This design comes from an exercise in tuning for small area and a short achievable clock period on the open sky130 flow, not from production work.
Only simulation tests tie the RTL to the original design; equivalence was not proved.
The flow treats the clock pin as an ideal source, which a real chip does not have.
Power figures rest on the tool's default switching activity, not on a simulated workload.

==> flow/design.v <==
`timescale 1ns / 1ps
module CPU_TOP(clk, reset, switches, leds,
               imem_addr, imem_data,
               dmem_addr, dmem_wdata, dmem_we, dmem_rdata);
    input clk, reset;
    input[23:0] switches;
    output wire [23:0] leds;
    output wire [13:0] imem_addr;
    input  wire [31:0] imem_data;
    output wire [13:0] dmem_addr;
    output wire [31:0] dmem_wdata;
    output wire        dmem_we;
    input  wire [31:0] dmem_rdata;
    wire [31:0] instr = imem_data;
    wire [5:0]  op    = instr[31:26];
    wire [4:0]  rs    = instr[25:21];
    wire [4:0]  rt    = instr[20:16];
    wire [4:0]  rd    = instr[15:11];
    wire [5:0]  f     = instr[5:0];
    wire r_fmt  = (op == 6'b000000);
    wire i_fmt  = (op[5:3] == 3'b001);
    wire is_lw  = (op == 6'b100011);
    wire is_sw  = (op == 6'b101011);
    wire is_jal = (op == 6'b000011);
    wire is_jr  = r_fmt & (f == 6'b001000);
    reg  [31:2] pc;
    reg  [31:1] valid;
    reg  [23:0] led_r;
    reg  [15:0] sh_r;
    wire [32*32-1:0] rf;                       
    assign rf[31:0] = 32'b0;
    wire [31:0] sel_a, sel_b;
    assign sel_a[0] = 1'b0;
    assign sel_b[0] = 1'b0;
    genvar g, h;
    regsel u_sela (.r(rs), .v(valid), .s(sel_a[31:1]));
    regsel u_selb (.r(rt), .v(valid), .s(sel_b[31:1]));
    wire [31:0] A, B;
    generate
        for (g = 0; g < 32; g = g + 1) begin : rd_
            wire [31:1] col;
            for (h = 1; h < 32; h = h + 1) begin : c
                assign col[h] = rf[32*h + g];
            end
            rdbit ra (.s(sel_a[31:1]), .d(col), .y(A[g]));
            rdbit rb (.s(sel_b[31:1]), .d(col), .y(B[g]));
        end
    endgenerate
    wire [15:0] addr_lo;
    agu u_agu (.a(A[15:0]), .imm(instr[15:0]), .addr(addr_lo));
    wire [20:0] io_zh;
    wire        io_t0, io_c10, rest_n, io_xn, is_io, we_o;
    iocond u_ioc (.a(A), .imm(instr[15:0]), .zh(io_zh), .t0(io_t0), .c10(io_c10));
    nand21 u_rst (.z(io_zh), .y(rest_n));
    g_xnor2 u_ix (.a(io_t0), .b(io_c10), .y(io_xn));      
    g_nor2  u_io (.a(rest_n), .b(io_xn), .y(is_io));
    g_o21a  u_we (.a1(rest_n), .a2(io_xn), .b1(is_sw), .y(we_o));
    wire [31:0] alu_y;
    wire        eq;
    alu u_alu (.a(A), .b(B), .instr(instr), .y(alu_y), .eq(eq));
    wire [31:2] pc_inc, pc_nxt;
    pcu u_pcu (.pc(pc), .a(A), .eq(eq), .instr(instr), .pc_inc(pc_inc), .pc_nxt(pc_nxt));
    wire [1:0]  a10 = addr_lo[1:0];
    wire [15:0] sw_val = (a10 == 2'b00) ? switches[15:0] :
                         (a10 == 2'b10) ? {8'b0, switches[23:16]} : sh_r;
    wire [31:0] ldata  = is_io ? {16'b0, sw_val} : dmem_rdata;
    wire        wen   = (r_fmt & ~is_jr) | i_fmt | is_lw | is_jal;
    wire [4:0]  waddr = is_jal ? 5'd31 : ((r_fmt & (rd != 5'd0)) ? rd : rt);
    wire [31:0] wd    = is_jal ? {2'b00, pc_inc} : (is_lw ? ldata : alu_y);
    generate
        for (g = 1; g < 32; g = g + 1) begin : regs
            reg  [31:0] q;
            wire [31:0] d;
            wire we   = wen & (waddr == g);
            wire we_n = ~we;
            for (h = 0; h < 32; h = h + 1) begin : b
                wrbit w (.we(we), .we_n(we_n), .wd(wd[h]), .q(q[h]), .d(d[h]));
            end
            always @(posedge clk)
                q <= d;
            always @(posedge clk or posedge reset)
                if (reset) valid[g] <= 1'b0;
                else if (we) valid[g] <= 1'b1;
            assign rf[32*g +: 32] = q;
        end
    endgenerate
    always @(posedge clk or posedge reset) begin
        if (reset) pc <= 30'b0;
        else       pc <= pc_nxt;
    end
    always @(posedge clk or posedge reset) begin
        if (reset) begin
            led_r <= 24'b0;
        end else if (is_sw & is_io) begin
            if (a10 == 2'b00)      led_r[15:0]  <= B[15:0];
            else if (a10 == 2'b10) led_r[23:16] <= B[7:0];
        end
    end
    always @(posedge clk or posedge reset) begin
        if (reset)                         sh_r <= 16'b0;
        else if (is_lw & is_io & ~a10[0])  sh_r <= sw_val;
    end
    assign leds       = led_r;
    assign imem_addr  = pc[15:2];
    assign dmem_addr  = addr_lo[15:2];
    assign dmem_wdata = B;
    assign dmem_we    = we_o;
endmodule
module g_aoi222(input a1, b1, a2, b2, a3, b3, output y);
    assign y = ~((a1 & b1) | (a2 & b2) | (a3 & b3));
endmodule
module g_nand2(input a, b, output y);
    assign y = ~(a & b);
endmodule
module g_nand3(input a, b, c, output y);
    assign y = ~(a & b & c);
endmodule
module g_nand4(input a, b, c, d, output y);
    assign y = ~(a & b & c & d);
endmodule
module g_or3(input a, b, c, output y);
    assign y = a | b | c;
endmodule
module g_mux2i(input s, a1, a0, output y);
    assign y = ~(s ? a1 : a0);
endmodule
module regsel(r, v, s);
    input  [4:0]  r;
    input  [31:1] v;
    output [31:1] s;
    wire [3:0] hi;
    wire [7:0] lo;
    predec2 ph (.r(r[4:3]), .y(hi));
    predec3 pl (.r(r[2:0]), .y(lo));
    genvar k;
    generate
        for (k = 1; k < 32; k = k + 1) begin : d
            g_and3 a (.a(v[k]), .b(hi[k >> 3]), .c(lo[k & 7]), .y(s[k]));
        end
    endgenerate
endmodule
module predec2(r, y);
    input  [1:0] r;
    output [3:0] y;
    assign y = 4'b1 << r;
endmodule
module predec3(r, y);
    input  [2:0] r;
    output [7:0] y;
    assign y = 8'b1 << r;
endmodule
module g_and3(input a, b, c, output y);
    assign y = a & b & c;
endmodule
module wrbit(we, we_n, wd, q, d);
    input  we, we_n, wd, q;
    output d;
    assign d = (we & wd) | (we_n & q);
endmodule
module rdbit(s, d, y);
    input  [31:1] s;
    input  [31:1] d;
    output        y;
    wire [10:0] t;
    wire [2:0]  u;
    genvar i;
    generate
        for (i = 0; i < 10; i = i + 1) begin : g
            g_aoi222 a (.a1(s[3*i+1]), .b1(d[3*i+1]), .a2(s[3*i+2]), .b2(d[3*i+2]),
                        .a3(s[3*i+3]), .b3(d[3*i+3]), .y(t[i]));
        end
    endgenerate
    g_nand2 n0 (.a(s[31]), .b(d[31]), .y(t[10]));
    g_nand4 n1 (.a(t[0]), .b(t[1]), .c(t[2]), .d(t[3]), .y(u[0]));
    g_nand4 n2 (.a(t[4]), .b(t[5]), .c(t[6]), .d(t[7]), .y(u[1]));
    g_nand3 n3 (.a(t[8]), .b(t[9]), .c(t[10]), .y(u[2]));
    g_or3   o1 (.a(u[0]), .b(u[1]), .c(u[2]), .y(y));
endmodule
module agu(a, imm, addr);
    input  [15:0] a;
    input  [15:0] imm;
    output [15:0] addr;
    assign addr = a + imm;
endmodule
module iocond(a, imm, zh, t0, c10);
    input  [31:0] a;
    input  [15:0] imm;
    output [20:0] zh;
    output        t0, c10;
    wire [31:0] se = {{16{imm[15]}}, imm};
    wire [10:0] lo10 = {1'b0, a[9:0]} + {1'b0, imm[9:0]};
    wire [21:0] hx = a[31:10];
    wire [21:0] hy = se[31:10];
    wire [21:0] ht = hx ^ hy;
    wire [21:0] hg = hx & hy;
    assign zh  = ht[21:1] ^ hg[20:0];
    assign t0  = ht[0];
    assign c10 = lo10[10];
endmodule
module nand21(z, y);
    input  [20:0] z;
    output        y;
    assign y = ~(&z);
endmodule
module g_o21a(input a1, a2, b1, output y);
    assign y = (a1 | a2) & b1;
endmodule
module alu(a, b, instr, y, eq);
    input  [31:0] a, b;
    input  [31:0] instr;
    output [31:0] y;
    output        eq;                       
    wire [5:0]  op    = instr[31:26];
    wire [4:0]  shamt = instr[10:6];
    wire [5:0]  f     = instr[5:0];
    wire        i_fmt = (op[5:3] == 3'b001);
    wire [31:0] se    = {{16{instr[15]}}, instr[15:0]};
    wire [2:0]  ctl = i_fmt ? {op[1], ~op[2], op[0]} : {f[1], ~f[2], f[0] | f[3]};
    wire        is_br = (op[5:1] == 5'b00010);
    wire        sub = is_br | (ctl[2] & ctl[1]);
    wire        i_fmt_n = ~i_fmt;
    wire [31:0] bx;
    genvar i;
    generate
        for (i = 0; i < 32; i = i + 1) begin : ob
            wire b2;
            g_ao22 m (.a1(i_fmt), .b1(se[i]), .a2(i_fmt_n), .b2(b[i]), .y(b2));
            g_xor2 x (.a(b2), .b(sub), .y(bx[i]));
        end
    endgenerate
    wire [31:0] p, g, sum;
    wire [32:0] c;
    generate
        for (i = 0; i < 32; i = i + 1) begin : pg
            g_ha h (.a(a[i]), .b(bx[i]), .s(p[i]), .c(g[i]));
        end
    endgenerate
    carries u_c (.p(p), .g(g), .cin(sub), .c(c));
    and32 u_eq (.z(p), .y(eq));
    generate
        for (i = 0; i < 32; i = i + 1) begin : sm
            g_xor2 x (.a(p[i]), .b(c[i]), .y(sum[i]));
        end
    endgenerate
    wire        lt = (a[31] ^ ~bx[31]) ? a[31] : sum[31];
    wire [31:0] sh;
    wire        fill = f[1] & f[0] & b[31];
    shifter u_sh (.b(b), .a(a[4:0]), .f(f), .shamt(shamt), .fill(fill), .y(sh));
    wire is_slt   = i_fmt ? (op[1] & ~op[2]) : ((ctl == 3'b111) & f[3]);
    wire is_lui   = i_fmt & (op[2:0] == 3'b111);
    wire is_shift = ~i_fmt & (f[5:3] == 3'b000);
    wire pass     = f[0] & ~f[1];
    wire big      = f[2] & (|a[31:5]);
    wire other    = ~is_slt & ~is_lui & ~is_shift;
    wire e_sh   = is_shift & ~pass & ~big;
    wire e_pass = is_shift & pass;
    wire e_fill = is_shift & ~pass & big & fill;
    wire e_ar   = other & ctl[1];
    wire e_lg   = other & ~ctl[1];
    wire e_and  = e_lg & ~ctl[2] & ~ctl[0];
    wire e_or   = e_lg & ~ctl[2] &  ctl[0];
    wire e_xor  = e_lg &  ctl[2] & ~ctl[0];
    wire e_nor  = e_lg &  ctl[2] &  ctl[0];
    wire k_g    = e_and | e_or;                 
    wire k_p    = e_or | e_xor;                 
    wire e_lui  = is_lui;
    wire e_slt  = is_slt;
    wire e_fill_n = ~e_fill;
    generate
        for (i = 0; i < 32; i = i + 1) begin : rb
            wire xn;
            if (i == 0)       g_nand2 xo (.a(e_slt), .b(lt), .y(xn));
            else if (i >= 16) g_nand2 xo (.a(e_lui), .b(instr[i-16]), .y(xn));
            else              assign xn = 1'b1;
            resbit u (.sh(sh[i]), .sum(sum[i]), .p(p[i]), .g(g[i]), .b(b[i]), .xn(xn),
                      .fn(e_fill_n), .e_sh(e_sh), .e_ar(e_ar), .k_g(k_g), .k_p(k_p),
                      .e_nor(e_nor), .e_pass(e_pass), .y(y[i]));
        end
    endgenerate
endmodule
module resbit(sh, sum, p, g, b, xn, fn, e_sh, e_ar, k_g, k_p, e_nor, e_pass, y);
    input sh, sum, p, g, b, xn, fn, e_sh, e_ar, k_g, k_p, e_nor, e_pass;
    output y;
    wire t1, t2, npg;
    g_nor2   n  (.a(p), .b(g), .y(npg));
    g_aoi222 a1 (.a1(e_sh), .b1(sh), .a2(e_ar), .b2(sum), .a3(k_g), .b3(g), .y(t1));
    g_aoi222 a2 (.a1(k_p), .b1(p), .a2(e_nor), .b2(npg), .a3(e_pass), .b3(b), .y(t2));
    g_nand4  o  (.a(t1), .b(t2), .c(xn), .d(fn), .y(y));
endmodule
module and32(z, y);
    input  [31:0] z;
    output        y;
    assign y = &z;
endmodule
module carries(p, g, cin, c);
    input  [31:0] p, g;
    input         cin;
    output [32:0] c;
    reg [31:0] G, P;
    reg [31:0] gg [0:5];
    reg [31:0] pp [0:5];
    integer l, j;
    always @* begin
        gg[0] = g;
        pp[0] = p;
        gg[0][0] = g[0] | (p[0] & cin);
        for (l = 0; l < 5; l = l + 1) begin
            gg[l+1] = gg[l];
            pp[l+1] = pp[l];
            for (j = 0; j < 32; j = j + 1)
                if (((j + 1) % (1 << (l + 1))) == 0) begin
                    gg[l+1][j] = gg[l][j] | (pp[l][j] & gg[l][j - (1 << l)]);
                    pp[l+1][j] = pp[l][j] & pp[l][j - (1 << l)];
                end
        end
        G = gg[5];
        P = pp[5];
        for (l = 3; l >= 0; l = l - 1)
            for (j = 0; j < 32; j = j + 1)
                if (((j + 1) % (1 << (l + 1))) == (1 << l) && j >= (1 << (l + 1))) begin
                    G[j] = G[j] | (P[j] & G[j - (1 << l)]);
                    P[j] = P[j] & P[j - (1 << l)];
                end
    end
    assign c = {G, cin};
endmodule
module carries16(p, g, cin, c);
    input  [15:0] p, g;
    input         cin;
    output [16:0] c;
    reg [15:0] G, P;
    reg [15:0] gg [0:4];
    reg [15:0] pp [0:4];
    integer l, j;
    always @* begin
        gg[0] = g;
        pp[0] = p;
        gg[0][0] = g[0] | (p[0] & cin);
        for (l = 0; l < 4; l = l + 1) begin
            gg[l+1] = gg[l];
            pp[l+1] = pp[l];
            for (j = 0; j < 16; j = j + 1)
                if (((j + 1) % (1 << (l + 1))) == 0) begin
                    gg[l+1][j] = gg[l][j] | (pp[l][j] & gg[l][j - (1 << l)]);
                    pp[l+1][j] = pp[l][j] & pp[l][j - (1 << l)];
                end
        end
        G = gg[4];
        P = pp[4];
        for (l = 2; l >= 0; l = l - 1)
            for (j = 0; j < 16; j = j + 1)
                if (((j + 1) % (1 << (l + 1))) == (1 << l) && j >= (1 << (l + 1))) begin
                    G[j] = G[j] | (P[j] & G[j - (1 << l)]);
                    P[j] = P[j] & P[j - (1 << l)];
                end
    end
    assign c = {G, cin};
endmodule
module g_ao22(input a1, b1, a2, b2, output y);
    assign y = (a1 & b1) | (a2 & b2);
endmodule
module g_xor2(input a, b, output y);
    assign y = a ^ b;
endmodule
module g_ha(input a, b, output s, c);
    assign s = a ^ b;
    assign c = a & b;
endmodule
module g_xnor2(input a, b, output y);
    assign y = ~(a ^ b);
endmodule
module g_or2(input a, b, output y);
    assign y = a | b;
endmodule
module g_nor2(input a, b, output y);
    assign y = ~(a | b);
endmodule
module g_inv(input a, output y);
    assign y = ~a;
endmodule
module shifter(b, a, f, shamt, fill, y);
    input  [31:0] b;
    input  [4:0]  a;
    input  [5:0]  f;
    input  [4:0]  shamt;
    input         fill;
    output [31:0] y;
    wire       left = ~f[1];
    wire       right = f[1];
    wire [4:0] amt  = f[2] ? a : shamt;
    wire [31:0] x0, x1, x2, x3, x4, x5;
    genvar i;
    generate
        for (i = 0; i < 32; i = i + 1) begin : st
            g_ao22 m0 (.a1(left), .b1(b[31-i]), .a2(right), .b2(b[i]), .y(x0[i]));
            if (i + 1 < 32)  g_mux2i m1 (.s(amt[0]), .a1(x0[i+1]),  .a0(x0[i]), .y(x1[i]));
            else             g_mux2i m1 (.s(amt[0]), .a1(fill),     .a0(x0[i]), .y(x1[i]));
            if (i + 2 < 32)  g_mux2i m2 (.s(amt[1]), .a1(x1[i+2]),  .a0(x1[i]), .y(x2[i]));
            else             g_mux2i m2 (.s(amt[1]), .a1(~fill),    .a0(x1[i]), .y(x2[i]));
            if (i + 4 < 32)  g_mux2i m3 (.s(amt[2]), .a1(x2[i+4]),  .a0(x2[i]), .y(x3[i]));
            else             g_mux2i m3 (.s(amt[2]), .a1(fill),     .a0(x2[i]), .y(x3[i]));
            if (i + 8 < 32)  g_mux2i m4 (.s(amt[3]), .a1(x3[i+8]),  .a0(x3[i]), .y(x4[i]));
            else             g_mux2i m4 (.s(amt[3]), .a1(~fill),    .a0(x3[i]), .y(x4[i]));
            if (i + 16 < 32) g_mux2i m5 (.s(amt[4]), .a1(x4[i+16]), .a0(x4[i]), .y(x5[i]));
            else             g_mux2i m5 (.s(amt[4]), .a1(fill),     .a0(x4[i]), .y(x5[i]));
            g_mux2i mo (.s(left), .a1(x5[31-i]), .a0(x5[i]), .y(y[i]));
        end
    endgenerate
endmodule
module pcu(pc, a, eq, instr, pc_inc, pc_nxt);
    input  [31:2] pc;
    input  [31:0] a;
    input         eq;
    input  [31:0] instr;
    output [31:2] pc_inc;
    output [31:2] pc_nxt;
    wire [5:0]  op     = instr[31:26];
    wire        is_beq = (op == 6'b000100);
    wire        is_bne = (op == 6'b000101);
    wire        is_jmp = (op[5:1] == 5'b00001);
    wire        is_jr  = (op == 6'b000000) & (instr[5:0] == 6'b001000);
    wire        s      = instr[15];
    wire [13:0] hi   = pc[31:18];
    wire [13:0] hi_p, hi_m;
    wire [16:0] lo_i;
    wire [30:0] ic;                       
    wire [14:0] hc;                       
    wire [14:0] nb;                       
    assign ic[0] = 1'b1;
    assign hc[0] = 1'b1;
    assign nb[0] = 1'b0;
    genvar k;
    generate
        for (k = 0; k < 16; k = k + 1) begin : inc_lo
            g_ha h (.a(pc[k+2]), .b(ic[k]), .s(lo_i[k]), .c(ic[k+1]));
        end
        for (k = 0; k < 14; k = k + 1) begin : inc_hi
            g_ha h (.a(hi[k]), .b(hc[k]), .s(hi_p[k]), .c(hc[k+1]));
            g_xnor2 x (.a(hi[k]), .b(nb[k]), .y(hi_m[k]));
            g_or2   o (.a(hi[k]), .b(nb[k]), .y(nb[k+1]));
        end
    endgenerate
    assign lo_i[16] = ic[16];
    assign pc_inc = {lo_i[16] ? hi_p : hi, lo_i[15:0]};
    wire [15:0] bp, bg, bs;
    wire [16:0] bc;
    generate
        for (k = 0; k < 16; k = k + 1) begin : bpg
            g_ha h (.a(pc[k+2]), .b(instr[k]), .s(bp[k]), .c(bg[k]));
            g_xor2 x (.a(bp[k]), .b(bc[k]), .y(bs[k]));
        end
    endgenerate
    carries16 u_bc (.p(bp), .g(bg), .cin(1'b1), .c(bc));
    wire [17:0] lo_b = {bc[16], bs, 1'b1};
    wire        c16  = lo_b[17];
    wire take  = (is_beq & eq) | (is_bne & ~eq);
    wire e_j   = is_jmp;
    wire e_jr  = is_jr;
    wire e_bt  = take;
    wire e_inc = ~is_jmp & ~is_jr & ~take;
    wire k_p   = (e_bt & c16 & ~s) | (e_inc & lo_i[16]);
    wire k_m   = e_bt & s & ~c16;
    wire k_0   = (e_bt & (c16 == s)) | (e_inc & ~lo_i[16]);
    wire [29:0] tgt = {4'b0000, instr[27:2]};
    genvar i;
    generate
        for (i = 0; i < 16; i = i + 1) begin : lo
            wire t1, t2;
            g_aoi222 ua (.a1(e_j), .b1(tgt[i]), .a2(e_jr), .b2(a[i]), .a3(e_bt), .b3(lo_b[i+1]), .y(t1));
            g_nand2  un (.a(e_inc), .b(lo_i[i]), .y(t2));
            g_nand2  uo (.a(t1), .b(t2), .y(pc_nxt[i+2]));
        end
        for (i = 16; i < 30; i = i + 1) begin : hi_
            wire t1, t2, t3;
            g_aoi222 ua (.a1(e_j), .b1(tgt[i]), .a2(e_jr), .b2(a[i]), .a3(k_p), .b3(hi_p[i-16]), .y(t1));
            g_nand2  un (.a(k_m), .b(hi_m[i-16]), .y(t2));
            g_nand2  um (.a(k_0), .b(hi[i-16]), .y(t3));
            g_nand3  uo (.a(t1), .b(t2), .c(t3), .y(pc_nxt[i+2]));
        end
    endgenerate
endmodule
==> flow/flow/run.sh <==
#!/bin/bash
# Own flow: the standard layout (standard.sh) with
#  - ports buffered with buf_4 instead of the default delay-buffer choice,
#  - timing repair aiming below the clock period (setup margin).
# Each tool's full output is in orfs/logs/; standard.sh's own output in standard.log.
set -uo pipefail
here=$(pwd)
export BUFFER_PORTS_ARGS="-buffer_cell sky130_fd_sc_hd__buf_4"
export SETUP_SLACK_MARGIN=9
bash standard.sh > $here/standard.log 2>&1
==> flow/standard.sh <==
#!/bin/bash
# synth_recipe.tcl (not shown) runs the flow's synth.tcl, then flattens the netlist and writes it again
# the make line also repeats each setting of config.mk as NAME=value (left out here)
make -C /OpenROAD-flow-scripts/flow DESIGN_CONFIG=/design/flow/config.mk WORK_HOME=/design/flow/orfs CLKGATE_MAP_FILE= SYNTH_SCRIPT=/design/flow/synth_recipe.tcl "${@:-finish}"
==> flow/config.mk <==
export PLATFORM = sky130hd
export DESIGN_NAME = CPU_TOP
export DESIGN_NICKNAME = CPU_TOP
export VERILOG_FILES = /design/flow/design.v
export SDC_FILE = /design/flow/constraint.sdc
export NUM_CORES = 4
export LEC_CHECK = 0
export CAP_MARGIN = 20
export CELL_PAD_IN_SITES_DETAIL_PLACEMENT = 0
export CELL_PAD_IN_SITES_GLOBAL_PLACEMENT = 1
export CORE_MARGIN = 2
export CORE_UTILIZATION = 40
export CTS_BUF_LIST = sky130_fd_sc_hd__clkbuf_16
export CTS_CLUSTER_DIAMETER = 60
export CTS_CLUSTER_SIZE = 18
export PLACE_DENSITY = 0.5
export SLEW_MARGIN = 20
export SYNTH_HIERARCHICAL = 1
==> flow/constraint.sdc <==
create_clock -name core_clock -period 20.0 [get_ports {clk}]
set_input_delay 4.0000 -clock core_clock [delete_from_list [all_inputs] [get_ports {clk}]]
set_output_delay 4.0000 -clock core_clock [all_outputs]
set_load 0.01 [all_outputs]
==> summary.txt, run 1 <==
cts bufs inserted = 108
YS warnings = 13
I/O Pins = 175
layout overhead on the synthesized area = 20.3%
syn_area_per_cell = 11.0 sq um
largest net degree at the start of global routing = 65
Cell Rows = 131
initial antenna violation count = 20
RSZ-0062 raised after global routing = true
vias in the first global route = 49,200
die area = 132,000 sq um
TritonCTS clock tree = built
Initial Util = 0.404
WP data arrival = 8.03 ns
mapped cell area = 51,800 sq um
die width = 364 microns
Tot GR Track Use = 0.417
Req. time, crit path = 16.00 ns
share of layout cells above drive strength 1 = 0.180
antenna-violating nets left = 0
Final Non-Filler Cells = 7,008
DR pass1 iterations = 14
post-synthesis cell count = 4,690
min cycle time layout = 12.03 ns
skew final = 0.0586 ns
1st-iter DRT viols = 13,300
Setup TNS = 0 ns
clock buffer depth = 3
crit path launch type = primary input
Die Ht = 364 microns
grt ovf = 0
worst-path cell chain = buf_6, nor3b_1, and3_2, buf_8, a222oi_1, nand4_1, or3_4, ha_4, nand2_4, nor3_4, o211ai_2, buf_4, nand2_2, xor2_1, buf_4
Min-Delay Path Class = reg2reg
gp weighted congestion = 0.931
post-layout util = 0.486
CTS Hold Bufs = 0
maximum VDD drop = 0.0725 mV
Placed Area = 56,900 sq um
slowest stage delay, CP = 0.80 ns
outcome = timing/DRC/antenna clean
post-DP HPWL = 172,000 microns
first-pass GRT wire length = 394,000 microns
buffers added on ports = 174
Slew Viols, Final = 0
Worst-Margin Slew = 1.24 ns
Setup crit end kind = primary output
Core ar. = 128,000 sq um
clock sink count = 1,093
headroom to the max-slew limit = 0.172
endpoints failing hold = 0
CP most frequent cell = buf_4
routed wl met2 = 119,000 microns
DRC Markers = 0
Worst-path clk slew = 0.07 ns
Final setup viols = 0
fin area = 62,300 sq um
worst-path fanout max = 32
clock root buffer = clkbuf_16
Avg WL per Cell = 41.8 microns
period utilisation layout = 0.602
worst setup path class = in2out
DR top layer = met5
CTS HTree Levels = 3
Tot Pwr = 0.00690 W
clk latency of the worst-skew pair = 0.76 ns
PD cells = 111 nW/um^2
maxcap violations = 0
via count = 53,800
via/cell ratio = 7.67
Placed Cells = 6,736
metal1 wirelength = 110,000 microns
Slowest-stage cell, CP = or3_4
NumNets Final = 5,383
met3 wire length = 40,600 microns
LEAKAGE = 25.5 nW
DRT Wirelength = 293,000 microns
fmax = 83.1 MHz
-- layout by cell type, fill, tap and decap left out, drive strengths merged, types with 13 or more instances in the layout --
master / n
a22o: 1057
dfxtp: 992
a222oi: 734
buf: 409
mux2i: 220
nand2: 196
nand4: 181
ha: 123
clkbuf: 118
xor2: 108
dfrtp: 101
nand3: 101
inv: 101
nor2: 100
or3: 99
and3: 75
mux2: 51
a21o: 51
o21ai: 50
a21oi: 49
nor3: 49
o31ai: 33
clkinv: 32
conb: 25
xnor2: 25
diode: 17
or2: 16
a211oi: 14
a221oi: 13
-- per-stage QoR --
stage,worst slack (ns),hold slack (ns)
final,7.97,0.492
after detailed placement,7.28,0.470
after CTS,8.03,0.485
after global routing,8.00,0.508
after global placement,7.21,0.469
after floorplan,9.00,0.442
-- layout make-up --
cell class,instances,area [sq um]
fillers,11800,65700
clock buffers,110,2750
flip-flops and latches,1093,22400
clock inverters,93,1060
diodes,17,42.5
multi-input cells,3489,29900
inverters,55,210
repair buffers,422,3730
well taps,1729,2160
-- path summary, 6_finish.rpt --
kind,start,endpoint,slack [ns],cells after the start
setup / recovery,imem_data[22],dmem_addr[7],7.97,15
hold / removal,valid[27],valid[27],0.49,2
setup reg to reg,valid[1],regs[2].q[0],12.60,25
hold reg to reg,valid[27],valid[27],0.49,2
max in group asynchronous,reset,valid[21],15.32,3
min in group asynchronous,reset,sh_r[13],3.41,2
-- registers in the layout (all words and copies together), names as in the netlist --
| name | cells |
|---|---|
| regs.q | 992 |
| sh_r | 16 |
| valid | 31 |
| pc | 30 |
| led_r | 24 |
-- critical path: cells and delay by family --
kind / cells / cell delay (ns)
and+or+nand+nor: 7 / 2.33
buffers and inverters: 4 / 0.65
AOI/OAI and AO/OA: 2 / 0.51
adders and majority gates: 1 / 0.35
xor gates and xnor gates: 1 / 0.14
-- what timing repair did --
item | 4_1_cts | 5_1_grt
setup buffers | 17 | 22
endpoints found under the setup margin | 29 | 22
gates resized for setup | 111 | 53
pin swaps | 46 | 62
cloned | 5 | 8
-- metal layers --
| layer | up-vias | track usage |
|---|---|---|
| li1 | 21800 | - |
| met4 | 20 | 0.291 |
| met2 | 4477 | 0.593 |
| met1 | 26600 | 0.526 |
| met5 | - | 0.00508 |
| met3 | 946 | 0.146 |
-- power by group --
group          leakage, nW  total (W)  switching [W]  internal, W
logic                 14.3    0.00187        0.00119     0.000688
registers             9.28    0.00280       0.000286      0.00251
clock network         1.86    0.00223        0.00106      0.00116
==> run 2: changes to the inputs <==
==> flow/run.sh (new file) <==
#!/bin/bash
# synth_recipe.tcl (not shown) runs the flow's synth.tcl, then flattens the netlist and writes it again
# the make line also repeats each setting of config.mk as NAME=value (left out here)
make -C /OpenROAD-flow-scripts/flow DESIGN_CONFIG=/design/flow/config.mk WORK_HOME=/design/flow/orfs CLKGATE_MAP_FILE= SYNTH_SCRIPT=/design/flow/synth_recipe.tcl finish
removed: flow/flow/run.sh
removed: flow/standard.sh
==> run 2 against run 1 <==
Against the previous run: critical endpoint is now dmem_we; fmax fell by 13%; register-to-register slack improved by 0.06 ns; utilization fell by 0.85 points; largest cell class unchanged.
==> summary.txt, run 2 <==
clock buffer depth = 3 (unchanged)
Min-Delay Path Class = reg2reg (unchanged)
CTS HTree Levels = 3 (unchanged)
Worst-path clk slew = 0.07 ns (about the same)
gp weighted congestion = 0.927 (was 0.931)
setup repair bufs after CTS = 0 (was 17)
maximum VDD drop = 0.0711 mV (was 0.0725 mV)
worst setup path class = in2out (unchanged)
RSZ-0062 raised after global routing = false (was true)
initial antenna violation count = 41 (was 20)
grt ovf = 0 (unchanged)
Final Non-Filler Cells = 6,961 (was 7,008)
most frequent cells in the layout = 1,057 x a22o_1, 992 x dfxtp_1, 734 x a222oi_1, 219 x mux2i_1, 199 x buf_4 (was 1,057 x a22o_1, 992 x dfxtp_1, 734 x a222oi_1, 379 x buf_4, 219 x mux2i_1)
DRT Wirelength = 278,000 microns (was 293,000 microns)
Placed Cells = 6,742 (was 6,736)
vias in the first global route = 49,100 (was 49,200)
met3 Usage GRT = 0.124 (was 0.146)
clock root buffer = clkbuf_16 (unchanged)
GR peak layer = met2 (unchanged)
Setup crit end kind = primary output (unchanged)
worst-path fanout max = 32 (unchanged)
Worst-Margin Slew = 1.26 ns (was 1.24 ns)
share of layout cells above drive strength 1 = 0.125 (was 0.180)
syn_area_per_cell = 11.0 sq um (unchanged)
Largest regs = regs.q x992, valid x31, pc x30 (unchanged)
clk latency of the worst-skew pair = 0.74 ns (was 0.76 ns)
post-layout util = 0.478 (was 0.486)
number of flip-flops in the largest register = 992 (unchanged)
Setup TNS = 0 ns (unchanged)
CTS Hold Bufs = 0 (unchanged)
crit path launch type = primary input (unchanged)
clock sink count = 1,093 (unchanged)
die width = 364 microns (unchanged)
fmax = 72.5 MHz (was 83.1 MHz)
endpoints failing hold = 0 (unchanged)
cts bufs inserted = 107 (was 108)
buffers added on ports = 174 (unchanged)
min cycle time layout = 13.79 ns (was 12.03 ns)
antenna-violating nets left = 0 (unchanged)
post-CTS sizing = 0 (was 111)
YS warnings = 13 (unchanged)
DRC Markers = 0 (unchanged)
Tot GR Track Use = 0.399 (was 0.417)
Initial Util = 0.404 (unchanged)
largest net degree at the start of global routing = 65 (unchanged)
Reg with most FFs = regs.q (unchanged)
headroom to the max-slew limit = 0.162 (was 0.172)
TritonCTS clock tree = built (unchanged)
LEAKAGE = 24.9 nW (was 25.5 nW)
maxcap violations = 0 (unchanged)
post-synthesis cell count = 4,690 (unchanged)
Final setup viols = 0 (unchanged)
Req. time, crit path = 16.00 ns (about the same)
post-DP HPWL = 172,000 microns (about the same)
met1 Use GR = 0.490 (was 0.526)
mapped cell area = 51,800 sq um (unchanged)
Die Ht = 364 microns (unchanged)
GR met2 Demand/Resource = 0.607 (was 0.593)
skew final = 0.0448 ns (was 0.0586 ns)
first-pass GRT wire length = 383,000 microns (was 394,000 microns)
PD cells = 110 nW/um^2 (was 111 nW/um^2)
die area = 132,000 sq um (unchanged)
Core ar. = 128,000 sq um (unchanged)
Slew Viols, Final = 0 (unchanged)
most common cell after layout, fill and taps aside = a22o_1 (unchanged)
via count = 52,800 (was 53,800)
outcome = timing/DRC/antenna clean (unchanged)
1st-iter DRT viols = 11,600 (was 13,300)
DR pass1 iterations = 15 (was 14)
Avg WL per Cell = 39.9 microns (was 41.8 microns)
via/cell ratio = 7.59 (was 7.67)
WP data arrival = 9.79 ns (was 8.03 ns)
layout overhead on the synthesized area = 18.2% (was 20.3%)
period utilisation layout = 0.690 (was 0.602)
Cell Rows = 131 (unchanged)
I/O Pins = 175 (unchanged)
NumNets Final = 5,339 (was 5,383)
-- run 2: layout make-up --
cell class	instances	area (sq um)
multi-input combinational	3489	29300
antenna	15	37.5
inverter	55	210
timing repair buffer	379	3360
clock buffer	111	2780
fill	11900	66800
clock inverter	90	913
tap	1729	2160
sequential	1093	22400
-- run 2: worst max-delay path, stage by stage --
cell             delay [ns]
clkdlybuf4s50_1        0.82
nor2_1                 0.27
and3_2                 0.61
a222oi_1               0.60
nand4_1                0.54
or3_1                  0.80
ha_1                   0.42
a21oi_1                0.14
o21ai_0                0.10
or3_1                  0.39
xnor2_1                0.24
o21a_1                 0.23
clkdlybuf4s50_1        0.56
-- run 2: where the power goes --
part	switching [W]	internal [W]
combinational	0.00111	0.000678
clock	0.00105	0.00112
sequential	0.000291	0.00251
-- run 2: worst paths after layout --
path,startpoint,depth (start not counted),slack [ns],end
max,imem_data[25],13,6.21,dmem_we
min,regs[8].q[29],1,0.50,regs[8].q[29]
max reg2reg,valid[4],15,12.66,regs[9].q[23]
min reg2reg,regs[8].q[29],1,0.50,regs[8].q[29]
max in group asynchronous,reset,3,14.99,led_r[17]
min in group asynchronous,reset,2,3.81,sh_r[15]
-- run 2: routing by layer --
layer / vias up / routed length, microns
li1: 21700 / -
met1: 26000 / 105000
met2: 4135 / 120000
met3: 980 / 34000
met4: 30 / 18800
met5: - / 221
-- run 2: through the flow --
stage	cell area [sq um]	power (W)	hold WS, ns	worst slack (ns)
3_5_place_dp	57400	0.00455	0.475	6.47
4_1_cts	61100	0.00669	0.492	6.44
3_3_place_gp	57300	0.00453	0.472	6.42
6_report	61200	0.00676	0.500	6.21
5_1_grt	61100	0.00697	0.511	6.14
2_1_floorplan	51800	0.00379	0.442	8.01
==> run 3: changes to the inputs <==
--- a/flow/design.v
+++ b/flow/design.v
@@ -63,10 +63,27 @@
     wire [1:0]  a10 = addr_lo[1:0];
     wire [15:0] sw_val = (a10 == 2'b00) ? switches[15:0] :
                          (a10 == 2'b10) ? {8'b0, switches[23:16]} : sh_r;
-    wire [31:0] ldata  = is_io ? {16'b0, sw_val} : dmem_rdata;
     wire        wen   = (r_fmt & ~is_jr) | i_fmt | is_lw | is_jal;
     wire [4:0]  waddr = is_jal ? 5'd31 : ((r_fmt & (rd != 5'd0)) ? rd : rt);
-    wire [31:0] wd    = is_jal ? {2'b00, pc_inc} : (is_lw ? ldata : alu_y);
+    wire [31:0] link  = {2'b00, pc_inc};
+    wire [31:0] wd;
+    wire e_jal = is_jal;
+    wire e_mem = is_lw & ~is_io;
+    wire e_sw  = is_lw & is_io;
+    wire e_alu = ~is_jal & ~is_lw;
+    generate
+        for (g = 0; g < 32; g = g + 1) begin : wdm
+            wire t1, t2;
+            g_aoi222 ua (.a1(e_jal), .b1(link[g]), .a2(e_mem), .b2(dmem_rdata[g]),
+                         .a3(e_alu), .b3(alu_y[g]), .y(t1));
+            if (g < 16) begin : s
+                g_nand2 un (.a(e_sw), .b(sw_val[g]), .y(t2));
+                g_nand2 uo (.a(t1), .b(t2), .y(wd[g]));
+            end else begin : n
+                g_inv   uo (.a(t1), .y(wd[g]));
+            end
+        end
+    endgenerate
     generate
         for (g = 1; g < 32; g = g + 1) begin : regs
             reg  [31:0] q;
@@ -372,12 +389,12 @@
 module g_or2(input a, b, output y);
     assign y = a | b;
 endmodule
-module g_nor2(input a, b, output y);
-    assign y = ~(a | b);
-endmodule
 module g_inv(input a, output y);
     assign y = ~a;
 endmodule
+module g_nor2(input a, b, output y);
+    assign y = ~(a | b);
+endmodule
 module shifter(b, a, f, shamt, fill, y);
     input  [31:0] b;
     input  [4:0]  a;
==> flow/flow/run.sh (new file) <==
#!/bin/bash
# Own flow: the standard layout (standard.sh) with
#  - ports buffered with buf_4 instead of the default delay-buffer choice,
#  - timing repair aiming below the clock period (setup margin).
# Each tool's full output is in orfs/logs/; standard.sh's own output in standard.log.
set -uo pipefail
here=$(pwd)
export BUFFER_PORTS_ARGS="-buffer_cell sky130_fd_sc_hd__buf_4"
export SETUP_SLACK_MARGIN=9
bash standard.sh > $here/standard.log 2>&1
==> flow/standard.sh (new file) <==
#!/bin/bash
# synth_recipe.tcl (not shown) runs the flow's synth.tcl, then flattens the netlist and writes it again
# the make line also repeats each setting of config.mk as NAME=value (left out here)
make -C /OpenROAD-flow-scripts/flow DESIGN_CONFIG=/design/flow/config.mk WORK_HOME=/design/flow/orfs CLKGATE_MAP_FILE= SYNTH_SCRIPT=/design/flow/synth_recipe.tcl "${@:-finish}"
==> flow/config.mk (replaced) <==
export PLATFORM = sky130hd
export DESIGN_NAME = CPU_TOP
export DESIGN_NICKNAME = CPU_TOP
export VERILOG_FILES = /design/flow/design.v
export SDC_FILE = /design/flow/constraint.sdc
export NUM_CORES = 4
export LEC_CHECK = 0
export CAP_MARGIN = 10
export CELL_PAD_IN_SITES_DETAIL_PLACEMENT = 0
export CELL_PAD_IN_SITES_GLOBAL_PLACEMENT = 1
export CORE_MARGIN = 2
export CORE_UTILIZATION = 40
export CTS_BUF_LIST = sky130_fd_sc_hd__clkbuf_16
export CTS_CLUSTER_DIAMETER = 120
export CTS_CLUSTER_SIZE = 24
export PLACE_DENSITY = 0.5
export SLEW_MARGIN = 10
export SYNTH_HIERARCHICAL = 1
removed: flow/run.sh
==> run 3 against run 2 <==
Against the previous run: still clean; utilization decreased by 0.30 points; synthesized area is 0.60% lower; hold slack got worse by 0.012 ns; critical endpoint is now dmem_addr[12]; highest routed layer unchanged.
==> summary.txt, run 3 <==
Placed Area = 56,400 sq um (was 57,400 sq um)
R2R Setup Slk = 12.09 ns (was 12.66 ns)
via/cell ratio = 7.78 (was 7.59)
most frequent cells in the layout = 1,057 x a22o_1, 992 x dfxtp_1, 766 x a222oi_1, 427 x buf_4, 227 x nand2_1 (was 1,057 x a22o_1, 992 x dfxtp_1, 734 x a222oi_1, 219 x mux2i_1, 199 x buf_4)
number of cells on the worst reg-to-reg path = 26 (was 15)
Worst Setup EP = dmem_addr[12] (was dmem_we)
I/O Pins = 175 (unchanged)
via count = 53,100 (was 52,800)
clk latency of the worst-skew pair = 0.73 ns (was 0.74 ns)
skew final = 0.0473 ns (was 0.0448 ns)
DRT Wirelength = 293,000 microns (was 278,000 microns)
1st-iter DRT viols = 13,700 (was 11,600)
DR pass1 iterations = 14 (was 15)
maximum VDD drop = 0.0796 mV (was 0.0711 mV)
worst r2r dst = regs[7].q[0] (was regs[9].q[23])
post-layout util = 0.475 (was 0.478)
Req. time, crit path = 16.00 ns (about the same)
Largest regs = regs.q x992, valid x31, pc x30 (unchanged)
DRC Markers = 0 (unchanged)
first-pass GRT wire length = 397,000 microns (was 383,000 microns)
cts bufs inserted = 53 (was 107)
most common cell after layout, fill and taps aside = a22o_1 (unchanged)
headroom to the max-slew limit = 0.0664 (was 0.162)
die width = 363 microns (was 364 microns)
clock root buffer = clkbuf_16 (unchanged)
die area = 131,000 sq um (was 132,000 sq um)
metal1 wirelength = 110,000 microns (was 105,000 microns)
fin area = 60,600 sq um (was 61,200 sq um)
fillers = 11,900 (about the same)
Slew Viols, Final = 0 (unchanged)
clock buffer depth = 3 (unchanged)
Worst-path clk slew = 0.08 ns (was 0.07 ns)
post-DP HPWL = 164,000 microns (was 172,000 microns)
crit path launch type = primary input (unchanged)
gp weighted congestion = 1.03 (was 0.927)
worst setup path class = in2out (unchanged)
reg2reg start = valid[24] (was valid[4])
crit path from = imem_data[21] (was imem_data[25])
largest net degree at the start of global routing = 65 (unchanged)
Setup crit end kind = primary output (unchanged)
share of layout cells above drive strength 1 = 0.179 (was 0.125)
Reg with most FFs = regs.q (unchanged)
PD cells = 85.5 nW/um^2 (was 110 nW/um^2)
Min-Delay Path Class = reg2reg (unchanged)
outcome = timing/DRC/antenna clean (unchanged)
pre-CTS WS = 7.53 ns (was 6.47 ns)
CTS HTree Levels = 2 (was 3)
fmax = 83.3 MHz (was 72.5 MHz)
endpoints failing hold = 0 (unchanged)
vias in the first global route = 48,000 (was 49,100)
sw frac = 0.335 (was 0.362)
worst-path fanout max = 7 (was 32)
RSZ-0062 raised after global routing = true (was false)
met3 wire length = 40,600 microns (was 34,000 microns)
DR top layer = met5 (unchanged)
Gate power share = 0.216 (was 0.264)
maxcap violations = 0 (unchanged)
Die Ht = 363 microns (was 364 microns)
Clock Power Share = 0.250 (was 0.321)
Power Internal = 0.00344 W (was 0.00431 W)
period utilisation layout = 0.600 (was 0.690)
Initial Util = 0.403 (was 0.404)
Worst-Margin Slew = 1.40 ns (was 1.26 ns)
Setup TNS = 0 ns (unchanged)
Final WS setup = 8.00 ns (was 6.21 ns)
TritonCTS clock tree = built (unchanged)
LEAKAGE = 24.6 nW (was 24.9 nW)
initial antenna violation count = 24 (was 41)
Cell Rows = 131 (unchanged)
routed wl met2 = 119,000 microns (was 120,000 microns)
syn_area_per_cell = 11.2 sq um (was 11.0 sq um)
Sequential Power Share = 0.534 (was 0.415)
min cycle time layout = 12.00 ns (was 13.79 ns)
post-synthesis cell count = 4,591 (was 4,690)
Tot Pwr = 0.00518 W (was 0.00676 W)
mapped cell area = 51,400 sq um (was 51,800 sq um)
Tot GR Track Use = 0.422 (was 0.399)
YS warnings = 13 (unchanged)
buffers added on ports = 174 (unchanged)
WP data arrival = 8.00 ns (was 9.79 ns)
Avg WL per Cell = 43.0 microns (was 39.9 microns)
grt ovf = 0 (unchanged)
net switching power = 0.00173 W (was 0.00245 W)
Final setup viols = 0 (unchanged)
layout overhead on the synthesized area = 17.7% (was 18.2%)
number of flip-flops in the largest register = 992 (unchanged)
NumNets Final = 5,349 (was 5,339)
Core ar. = 128,000 sq um (about the same)
antenna-violating nets left = 0 (unchanged)
clock sink count = 1,093 (unchanged)
[run 3: critical path, stage by stage]
cell      delay (ns)
buf_12          0.11
nor3b_4         0.14
buf_6           0.14
and3_4          0.22
buf_4           0.15
buf_12          0.14
buf_12          0.14
a222oi_1        0.42
nand4_1         0.32
or3_4           0.58
ha_4            0.23
a211oi_2        0.25
o21ai_0         0.16
o311a_2         0.18
or4b_4          0.54
o311ai_4        0.10
buf_4           0.17
[run 3: per-stage QoR]
step	hold WS (ns)	std cells
floorplan	0.442	4614
CTS	0.495	6792
detailed placement	0.464	6565
global placement	0.464	6565
global route	0.510	6813
finish	0.488	6822
[run 3: area by class of cell]
cell class                      count  area (sq um)  share of cell area
Multi-Input combinational cell   3463         30200               0.499
Sequential cell                  1093         22400               0.370
Timing Repair Buffer              485          4220              0.0697
Tap cell                         1662          2080              0.0343
Clock buffer                       55          1380              0.0227
Inverter                           39           150             0.00248
Clock inverter                     15           118             0.00194
Antenna cell                       10          25.0            0.000413
[run 3: worst min-delay path by stage]
stage          startpoint        end  depth (start not counted)
4_1_cts           sh_r[9]    sh_r[9]                          2
3_3_place_gp     sh_r[15]   sh_r[15]                          2
2_1_floorplan    valid[4]   valid[4]                          1
3_5_place_dp    valid[20]  valid[20]                          1
6_report          sh_r[9]    sh_r[9]                          2
5_1_grt          sh_r[14]   sh_r[14]                          2
[run 3: what timing repair did]
action | 4_1_cts | 5_1_grt
hold buffers | 0 | 0
endpoints found under the setup margin | 109 | 48
endpoints found under the hold margin | 0 | 0
cloned | 30 | 2
pin swaps | 122 | 55
gates resized for setup | 167 | 52
buffers inserted | 127 | 17
[run 3: power by group through the flow]
stage | sequential (W) | combinational [W] | clock [W]
finish | 0.00276 | 0.00112 | 0.00129
global route | 0.00279 | 0.00117 | 0.00136
CTS | 0.00274 | 0.00106 | 0.00129
detailed placement | 0.00276 | 0.00102 | 0
global placement | 0.00277 | 0.00101 | 0
floorplan | 0.00269 | 0.000670 | 0
[run 3: layer usage]
metal | vias to the layer above | GRT usage
li1 | 21500 | -
met1 | 26200 | 0.535
met2 | 4441 | 0.606
met3 | 907 | 0.149
met4 | 14 | 0.269
met5 | - | 0
==> run 4: changes to the inputs <==
==> flow/flow/run.sh (replaced) <==
#!/bin/bash
# Own flow: the standard layout (standard.sh) with
#  - ports buffered with buf_4 instead of the default delay-buffer choice,
#  - timing repair aiming below the clock period (setup margin),
#  - after CTS, area recovery (downsizing) of cells whose paths stay within
#    that same target (post_cts.tcl).
# Each tool's full output is in orfs/logs/; standard.sh's own output in standard.log.
set -uo pipefail
here=$(pwd)
export BUFFER_PORTS_ARGS="-buffer_cell sky130_fd_sc_hd__buf_4"
export SETUP_SLACK_MARGIN=9
export POST_CTS_TCL=$here/flow/post_cts.tcl
bash standard.sh > $here/standard.log 2>&1
==> flow/flow/post_cts.tcl (new file) <==
# Area recovery: downsize cells off the critical paths. The setup margin is
# applied as clock uncertainty while it runs, so no path is made slower than
# the repair target; the uncertainty is removed again afterwards.
set margin $::env(SETUP_SLACK_MARGIN)
set_clock_uncertainty -setup $margin [all_clocks]
report_worst_slack
log_cmd repair_timing -recover_power 100
report_worst_slack
set_clock_uncertainty -setup 0 [all_clocks]
log_cmd detailed_placement
check_placement -verbose
report_design_area
==> run 4 against run 3 <==
Against the previous run: still clean on timing, DRC and antenna; first-iteration DRC count decreased by 1.7%; fmax down 0.21%; synthesized cell count unchanged; sequential share of layout area up 0.067 points; die area did not move; flip-flop and latch count unchanged; global-route usage about the same; power is 0.22% lower; synthesized area stayed put; clock skew is 0.0012 ns lower; critical path type unchanged; largest cell class unchanged; largest power group unchanged; highest routed layer unchanged.
==> summary.txt, run 4 <==
post-DP HPWL = 164,000 microns (unchanged)
Min-Delay Path Class = reg2reg (unchanged)
reg2reg start = valid[24] (unchanged)
Setup TNS = 0 ns (unchanged)
DRC Markers = 0 (unchanged)
most frequent cells in the layout = 1,057 x a22o_1, 992 x dfxtp_1, 766 x a222oi_1, 377 x buf_4, 225 x nand2_1 (was 1,057 x a22o_1, 992 x dfxtp_1, 766 x a222oi_1, 427 x buf_4, 227 x nand2_1)
maxcap violations = 0 (unchanged)
worst-path fanout max = 7 (unchanged)
Cell Rows = 131 (unchanged)
RSZ-0062 raised after global routing = true (unchanged)
Avg WL per Cell = 43.0 microns (about the same)
PD cells = 85.4 nW/um^2 (was 85.5 nW/um^2)
1st-iter DRT viols = 13,500 (was 13,700)
Tot GR Track Use = 0.422 (about the same)
Gate power share = 0.215 (was 0.216)
Largest regs = regs.q x992, valid x31, pc x30 (unchanged)
period utilisation layout = 0.601 (was 0.600)
clock sink count = 1,093 (unchanged)
Placed Area = 56,400 sq um (unchanged)
DRT Wirelength = 294,000 microns (was 293,000 microns)
Worst-Margin Slew = 1.37 ns (was 1.40 ns)
via count = 53,000 (was 53,100)
outcome = timing/DRC/antenna clean (unchanged)
Setup crit end kind = primary output (unchanged)
Reg with most FFs = regs.q (unchanged)
largest net degree at the start of global routing = 65 (unchanged)
fin area = 60,500 sq um (was 60,600 sq um)
Sequential Power Share = 0.535 (was 0.534)
Core ar. = 128,000 sq um (unchanged)
Final setup viols = 0 (unchanged)
crit path from = imem_data[21] (unchanged)
die area = 131,000 sq um (unchanged)
net switching power = 0.00173 W (about the same)
syn_area_per_cell = 11.2 sq um (unchanged)
worst setup path class = in2out (unchanged)
number of flip-flops in the largest register = 992 (unchanged)
WP data arrival = 8.03 ns (was 8.00 ns)
post-synthesis cell count = 4,591 (unchanged)
headroom to the max-slew limit = 0.0882 (was 0.0664)
share of layout cells above drive strength 1 = 0.171 (was 0.179)
via/cell ratio = 7.77 (was 7.78)
Clock Power Share = 0.250 (about the same)
Worst-path clk slew = 0.08 ns (about the same)
maximum VDD drop = 0.0804 mV (was 0.0796 mV)
vias in the first global route = 48,100 (was 48,000)
Req. time, crit path = 16.00 ns (about the same)
I/O Pins = 175 (unchanged)
fmax = 83.1 MHz (was 83.3 MHz)
DR pass1 iterations = 15 (was 14)
min cycle time layout = 12.03 ns (was 12.00 ns)
Power Internal = 0.00343 W (was 0.00344 W)
clk latency of the worst-skew pair = 0.73 ns (about the same)
crit path launch type = primary input (unchanged)
NumNets Final = 5,349 (unchanged)
gp weighted congestion = 1.03 (unchanged)
most common cell after layout, fill and taps aside = a22o_1 (unchanged)
sw frac = 0.335 (about the same)
grt ovf = 0 (unchanged)
Initial Util = 0.403 (unchanged)
endpoints failing hold = 0 (unchanged)
die width = 363 microns (unchanged)
first-pass GRT wire length = 397,000 microns (about the same)
buffers added on ports = 174 (unchanged)
hold path startpoint = sh_r[9] (unchanged)
mapped cell area = 51,400 sq um (unchanged)
Slew Viols, Final = 0 (unchanged)
layout overhead on the synthesized area = 17.5% (was 17.7%)
Die Ht = 363 microns (unchanged)
initial antenna violation count = 23 (was 24)
TritonCTS clock tree = built (unchanged)
antenna-violating nets left = 0 (unchanged)
skew final = 0.0461 ns (was 0.0473 ns)
YS warnings = 13 (unchanged)
LEAKAGE = 24.4 nW (was 24.6 nW)
## run 4: final timing paths
kind	endpoint	slack (ns)	cells after the start
worst min register to register	sh_r[9]	0.49	2
worst max-delay path	dmem_addr[12]	7.97	17
worst max register to register	regs[2].q[0]	12.01	26
worst min-delay path	sh_r[9]	0.49	2
min in group asynchronous	sh_r[15]	3.29	2
max in group asynchronous	led_r[23]	15.53	5
## run 4: power groups by stage
stage	combinational, W	sequential, W	clock [W]
after floorplan	0.000670	0.00269	0
after global placement	0.00101	0.00277	0
after detailed placement	0.00102	0.00276	0
after global routing	0.00117	0.00279	0.00136
final	0.00111	0.00276	0.00129
## run 4: critical path: stages
cell      delay, ns
buf_12         0.11
nor3b_4        0.14
buf_6          0.14
and3_4         0.22
buf_4          0.15
buf_12         0.14
buf_12         0.14
a222oi_1       0.38
nand4_1        0.34
or3_4          0.60
ha_4           0.23
a211oi_2       0.27
o21ai_0        0.16
o311a_2        0.18
or4b_4         0.53
o311ai_4       0.10
buf_4          0.17
## run 4: layout make-up
class                      instances  area, sq um
clock buffer                      55         1380
antenna                           10         25.0
multi-input combinational       3463        30200
sequential                      1093        22400
tap                             1662         2080
clock inverter                    15          118
fill                           11900        67100
inverter                          39          151
timing repair buffer             485         4120
## run 4: through the flow
step                      hold slack [ns]  total power (W)  setup WS, ns  instances   util
after global placement              0.464          0.00378          7.56       6565  0.442
after global routing                0.510          0.00532          8.07       6813  0.474
after detailed placement            0.464          0.00378          7.53       6565  0.442
final                               0.488          0.00516          7.97       6822  0.474
after floorplan                     0.442          0.00336          9.00       4614      -
## run 4: routing by layer
metal	global-route usage	routed length [microns]	up-vias
met5	0	200	-
met4	0.271	23400	18
met3	0.154	41200	894
met2	0.605	119000	4393
met1	0.531	110000	26100
li1	-	-	21500
==> run 5: changes to the inputs <==
--- a/flow/design.v
+++ b/flow/design.v
@@ -105,17 +105,28 @@
         if (reset) pc <= 30'b0;
         else       pc <= pc_nxt;
     end
-    always @(posedge clk or posedge reset) begin
-        if (reset) begin
-            led_r <= 24'b0;
-        end else if (is_sw & is_io) begin
-            if (a10 == 2'b00)      led_r[15:0]  <= B[15:0];
-            else if (a10 == 2'b10) led_r[23:16] <= B[7:0];
+    wire led_lo = is_sw & is_io & (a10 == 2'b00);
+    wire led_hi = is_sw & is_io & (a10 == 2'b10);
+    wire sh_en  = is_lw & is_io & ~a10[0];
+    wire led_lo_n = ~led_lo, led_hi_n = ~led_hi, sh_en_n = ~sh_en;
+    wire [23:0] led_d;
+    wire [15:0] sh_d;
+    generate
+        for (g = 0; g < 16; g = g + 1) begin : ledl
+            g_ao22 m (.a1(led_lo), .b1(B[g]), .a2(led_lo_n), .b2(led_r[g]), .y(led_d[g]));
+            g_ao22 s (.a1(sh_en), .b1(sw_val[g]), .a2(sh_en_n), .b2(sh_r[g]), .y(sh_d[g]));
         end
+        for (g = 16; g < 24; g = g + 1) begin : ledh
+            g_ao22 m (.a1(led_hi), .b1(B[g-16]), .a2(led_hi_n), .b2(led_r[g]), .y(led_d[g]));
+        end
+    endgenerate
+    always @(posedge clk or posedge reset) begin
+        if (reset) led_r <= 24'b0;
+        else       led_r <= led_d;
     end
     always @(posedge clk or posedge reset) begin
-        if (reset)                         sh_r <= 16'b0;
-        else if (is_lw & is_io & ~a10[0])  sh_r <= sw_val;
+        if (reset) sh_r <= 16'b0;
+        else       sh_r <= sh_d;
     end
     assign leds       = led_r;
     assign imem_addr  = pc[15:2];
@@ -289,9 +300,14 @@
             if (i == 0)       g_nand2 xo (.a(e_slt), .b(lt), .y(xn));
             else if (i >= 16) g_nand2 xo (.a(e_lui), .b(instr[i-16]), .y(xn));
             else              assign xn = 1'b1;
-            resbit u (.sh(sh[i]), .sum(sum[i]), .p(p[i]), .g(g[i]), .b(b[i]), .xn(xn),
-                      .fn(e_fill_n), .e_sh(e_sh), .e_ar(e_ar), .k_g(k_g), .k_p(k_p),
-                      .e_nor(e_nor), .e_pass(e_pass), .y(y[i]));
+            if (i == 0 || i >= 16)
+                resbit u (.sh(sh[i]), .sum(sum[i]), .p(p[i]), .g(g[i]), .b(b[i]), .xn(xn),
+                          .fn(e_fill_n), .e_sh(e_sh), .e_ar(e_ar), .k_g(k_g), .k_p(k_p),
+                          .e_nor(e_nor), .e_pass(e_pass), .y(y[i]));
+            else
+                resbit3 u (.sh(sh[i]), .sum(sum[i]), .p(p[i]), .g(g[i]), .b(b[i]),
+                           .fn(e_fill_n), .e_sh(e_sh), .e_ar(e_ar), .k_g(k_g), .k_p(k_p),
+                           .e_nor(e_nor), .e_pass(e_pass), .y(y[i]));
         end
     endgenerate
 endmodule
@@ -304,6 +320,15 @@
     g_aoi222 a2 (.a1(k_p), .b1(p), .a2(e_nor), .b2(npg), .a3(e_pass), .b3(b), .y(t2));
     g_nand4  o  (.a(t1), .b(t2), .c(xn), .d(fn), .y(y));
 endmodule
+module resbit3(sh, sum, p, g, b, fn, e_sh, e_ar, k_g, k_p, e_nor, e_pass, y);
+    input sh, sum, p, g, b, fn, e_sh, e_ar, k_g, k_p, e_nor, e_pass;
+    output y;
+    wire t1, t2, npg;
+    g_nor2   n  (.a(p), .b(g), .y(npg));
+    g_aoi222 a1 (.a1(e_sh), .b1(sh), .a2(e_ar), .b2(sum), .a3(k_g), .b3(g), .y(t1));
+    g_aoi222 a2 (.a1(k_p), .b1(p), .a2(e_nor), .b2(npg), .a3(e_pass), .b3(b), .y(t2));
+    g_nand3  o  (.a(t1), .b(t2), .c(fn), .y(y));
+endmodule
 module and32(z, y);
     input  [31:0] z;
     output        y;
@@ -458,7 +483,14 @@
         end
     endgenerate
     assign lo_i[16] = ic[16];
-    assign pc_inc = {lo_i[16] ? hi_p : hi, lo_i[15:0]};
+    wire        lc   = lo_i[16];
+    wire        lc_n = ~lc;
+    generate
+        for (k = 0; k < 14; k = k + 1) begin : incm
+            g_ao22 m (.a1(lc), .b1(hi_p[k]), .a2(lc_n), .b2(hi[k]), .y(pc_inc[k+18]));
+        end
+    endgenerate
+    assign pc_inc[17:2] = lo_i[15:0];
     wire [15:0] bp, bg, bs;
     wire [16:0] bc;
     generate
--- a/flow/config.mk
+++ b/flow/config.mk
@@ -11,8 +11,8 @@
 export CORE_MARGIN = 2
 export CORE_UTILIZATION = 40
 export CTS_BUF_LIST = sky130_fd_sc_hd__clkbuf_16
-export CTS_CLUSTER_DIAMETER = 120
-export CTS_CLUSTER_SIZE = 24
+export CTS_CLUSTER_DIAMETER = 100
+export CTS_CLUSTER_SIZE = 20
 export PLACE_DENSITY = 0.5
 export SLEW_MARGIN = 10
 export SYNTH_HIERARCHICAL = 1
==> run 5 against run 4 <==
Against the previous run: non-clock buffer count is 37 higher; first-iteration DRC count is 1.8% higher; sequential power is 5% lower.
==> summary.txt, run 5 <==
outcome = timing/DRC/antenna clean (unchanged)
reg2reg start = valid[24] (unchanged)
Gate power share = 0.189 (was 0.215)
antenna-violating nets left = 0 (unchanged)
layout overhead on the synthesized area = 19.1% (was 17.5%)
vias in the first global route = 49,000 (was 48,100)
PD cells = 83.0 nW/um^2 (was 85.4 nW/um^2)
most common cell after layout, fill and taps aside = a22o_1 (unchanged)
number of cells on the worst reg-to-reg path = 24 (was 26)
via/cell ratio = 7.87 (was 7.77)
1st-iter DRT viols = 13,800 (was 13,500)
worst setup path class = in2out (unchanged)
min cycle time layout = 12.01 ns (was 12.03 ns)
via count = 54,100 (was 53,000)
Avg WL per Cell = 43.2 microns (was 43.0 microns)
Final setup viols = 0 (unchanged)
die area = 131,000 sq um (about the same)
skew final = 0.0397 ns (was 0.0461 ns)
Initial Util = 0.403 (about the same)
Slew Viols, Final = 0 (unchanged)
Final Non-Filler Cells = 6,866 (was 6,822)
DR pass1 iterations = 13 (was 15)
YS warnings = 13 (unchanged)
endpoints failing hold = 0 (unchanged)
TritonCTS clock tree = built (unchanged)
Placed Cells = 6,545 (was 6,565)
share of layout cells above drive strength 1 = 0.173 (was 0.171)
period utilisation layout = 0.600 (was 0.601)
Setup crit end kind = primary output (unchanged)
Worst Setup EP = dmem_addr[12] (unchanged)
crit path launch type = primary input (unchanged)
NumNets Final = 5,389 (was 5,349)
LEAKAGE = 24.5 nW (was 24.4 nW)
buffers added on ports = 174 (unchanged)
number of flip-flops in the largest register = 992 (unchanged)
Worst-Margin Slew = 1.35 ns (was 1.37 ns)
clk latency of the worst-skew pair = 0.71 ns (was 0.73 ns)
most frequent cells in the layout = 1,110 x a22o_1, 992 x dfxtp_1, 766 x a222oi_1, 399 x buf_4, 219 x nand2_1 (was 1,057 x a22o_1, 992 x dfxtp_1, 766 x a222oi_1, 377 x buf_4, 225 x nand2_1)
Setup TNS = 0 ns (unchanged)
Cell Rows = 131 (unchanged)
Largest regs = regs.q x992, valid x31, pc x30 (unchanged)
crit path from = imem_data[22] (was imem_data[21])
Reg with most FFs = regs.q (unchanged)
WP data arrival = 8.01 ns (was 8.03 ns)
DRC Markers = 0 (unchanged)
clock sink count = 1,093 (unchanged)
Sequential Power Share = 0.520 (was 0.535)
DRT Wirelength = 296,000 microns (was 294,000 microns)
worst-path fanout max = 8 (was 7)
syn_area_per_cell = 11.2 sq um (about the same)
Power Internal = 0.00343 W (about the same)
initial antenna violation count = 17 (was 23)
Req. time, crit path = 16.00 ns (about the same)
Clock Power Share = 0.292 (was 0.250)
post-DP HPWL = 164,000 microns (about the same)
maximum VDD drop = 0.0582 mV (was 0.0804 mV)
I/O Pins = 175 (unchanged)
R2R Setup Slk = 12.20 ns (was 12.01 ns)
RSZ-0062 raised after global routing = true (unchanged)
die width = 362 microns (was 363 microns)
Tot GR Track Use = 0.429 (was 0.422)
post-synthesis cell count = 4,591 (unchanged)
Core ar. = 127,000 sq um (was 128,000 sq um)
Worst-path clk slew = 0.09 ns (was 0.08 ns)
fmax = 83.3 MHz (was 83.1 MHz)
Die Ht = 362 microns (was 363 microns)
maxcap violations = 0 (unchanged)
fillers = 11,800 (was 11,900)
sw frac = 0.324 (was 0.335)
net switching power = 0.00164 W (was 0.00173 W)
largest net degree at the start of global routing = 65 (unchanged)
gp weighted congestion = 0.985 (was 1.03)
first-pass GRT wire length = 402,000 microns (was 397,000 microns)
grt ovf = 0 (unchanged)
mapped cell area = 51,300 sq um (was 51,400 sq um)
worst r2r dst = regs[15].q[0] (was regs[2].q[0])
Min-Delay Path Class = reg2reg (unchanged)
headroom to the max-slew limit = 0.0954 (was 0.0882)
run 5: how the worst min path moves through the flow:
stage / from / end / slack, ns / depth (start not counted)
floorplan: valid[16] / valid[16] / 0.44 / 1
global placement: valid[26] / valid[26] / 0.46 / 1
detailed placement: valid[29] / valid[29] / 0.47 / 1
global route: valid[26] / valid[26] / 0.49 / 1
finish: valid[26] / valid[26] / 0.49 / 1
run 5: power groups by stage:
stage | Clock (W) | Sequential [W] | Combinational [W]
after floorplan | 0 | 0.00259 | 0.000564
after global placement | 0 | 0.00265 | 0.000871
after detailed placement | 0 | 0.00264 | 0.000877
after global routing | 0.00156 | 0.00265 | 0.000995
final | 0.00148 | 0.00263 | 0.000956
run 5: cell type report:
class | instances | area, sq um | share of cell area
inverters | 41 | 163 | 0.00266
clock buffers | 70 | 1750 | 0.0287
flip-flops and latches | 1093 | 22400 | 0.367
well taps | 1662 | 2080 | 0.0340
diodes | 9 | 22.5 | 0.000369
repair buffers | 522 | 4490 | 0.0735
multi-input cells | 3450 | 30000 | 0.491
clock inverters | 19 | 165 | 0.00270
run 5: critical path, stage by stage:
cell,delay (ns)
buf_12,0.11
nor3b_4,0.15
buf_6,0.12
and3_4,0.20
buf_4,0.15
buf_12,0.13
buf_12,0.13
a222oi_1,0.38
nand4_1,0.33
or3_4,0.54
ha_4,0.32
a211oi_2,0.24
o21ai_0,0.19
o311a_2,0.20
or4b_4,0.54
o311ai_4,0.09
buf_4,0.16
run 5: routing by layer:
metal / part of all wire / routed length, microns / global-route usage
met1: 0.37 / 110000 / 0.544
met2: 0.40 / 119000 / 0.600
met3: 0.14 / 42400 / 0.152
met4: 0.082 / 24400 / 0.305
met5: 0.00023 / 69 / 0
run 5: per-stage QoR:
step | total power [W] | area [sq um] | utilization | worst slack, ns | hold slack [ns]
finish | 0.00507 | 61100 | 0.480 | 7.99 | 0.486
global route | 0.00520 | 61100 | 0.479 | 7.99 | 0.491
detailed placement | 0.00352 | 56100 | 0.440 | 7.31 | 0.471
global placement | 0.00352 | 56100 | 0.440 | 7.31 | 0.462
floorplan | 0.00315 | 51400 | - | 9.00 | 0.442

[static timing again, ports no longer ideal]
The results above use ideal ports. As a check the final layouts listed here were re-extracted and re-timed, cells and wires unchanged. Step 1: set_driving_cell puts a clkbuf_16 on clk and a buf_2 on each other input, an assumption about the parent block. Step 2 times the ports against the registers' clock, not the clock port: input delays grow and output delays shrink by t, the midpoint of the rising clock arrivals with the driver on. a / b / c = ideal / step 1 / step 2; a / b = the first two.
run	t, ns	setup WS [ns]	worst setup path after step 2	latest minus earliest clock arrival (ns)	worst data-port slew with drivers (ns)
run 1	0.805	7.965 / 7.815 / 7.815	input to output	0.059 / 0.058	0.21
run 2	0.805	6.208 / 6.176 / 6.176	input to output	0.044 / 0.045	0.06
run 3	0.776	7.995 / 7.786 / 7.786	input to output	0.048 / 0.048	0.23
run 4	0.775	7.971 / 7.763 / 7.763	input to output	0.046 / 0.046	0.23
run 5	0.772	7.994 / 7.793 / 7.793	input to output	0.040 / 0.039	0.23
After both steps every run listed still meets setup and hold. The setup slack of run 3, which loses most, moves by -0.209 ns with the drivers and by -0.209 ns with both steps.
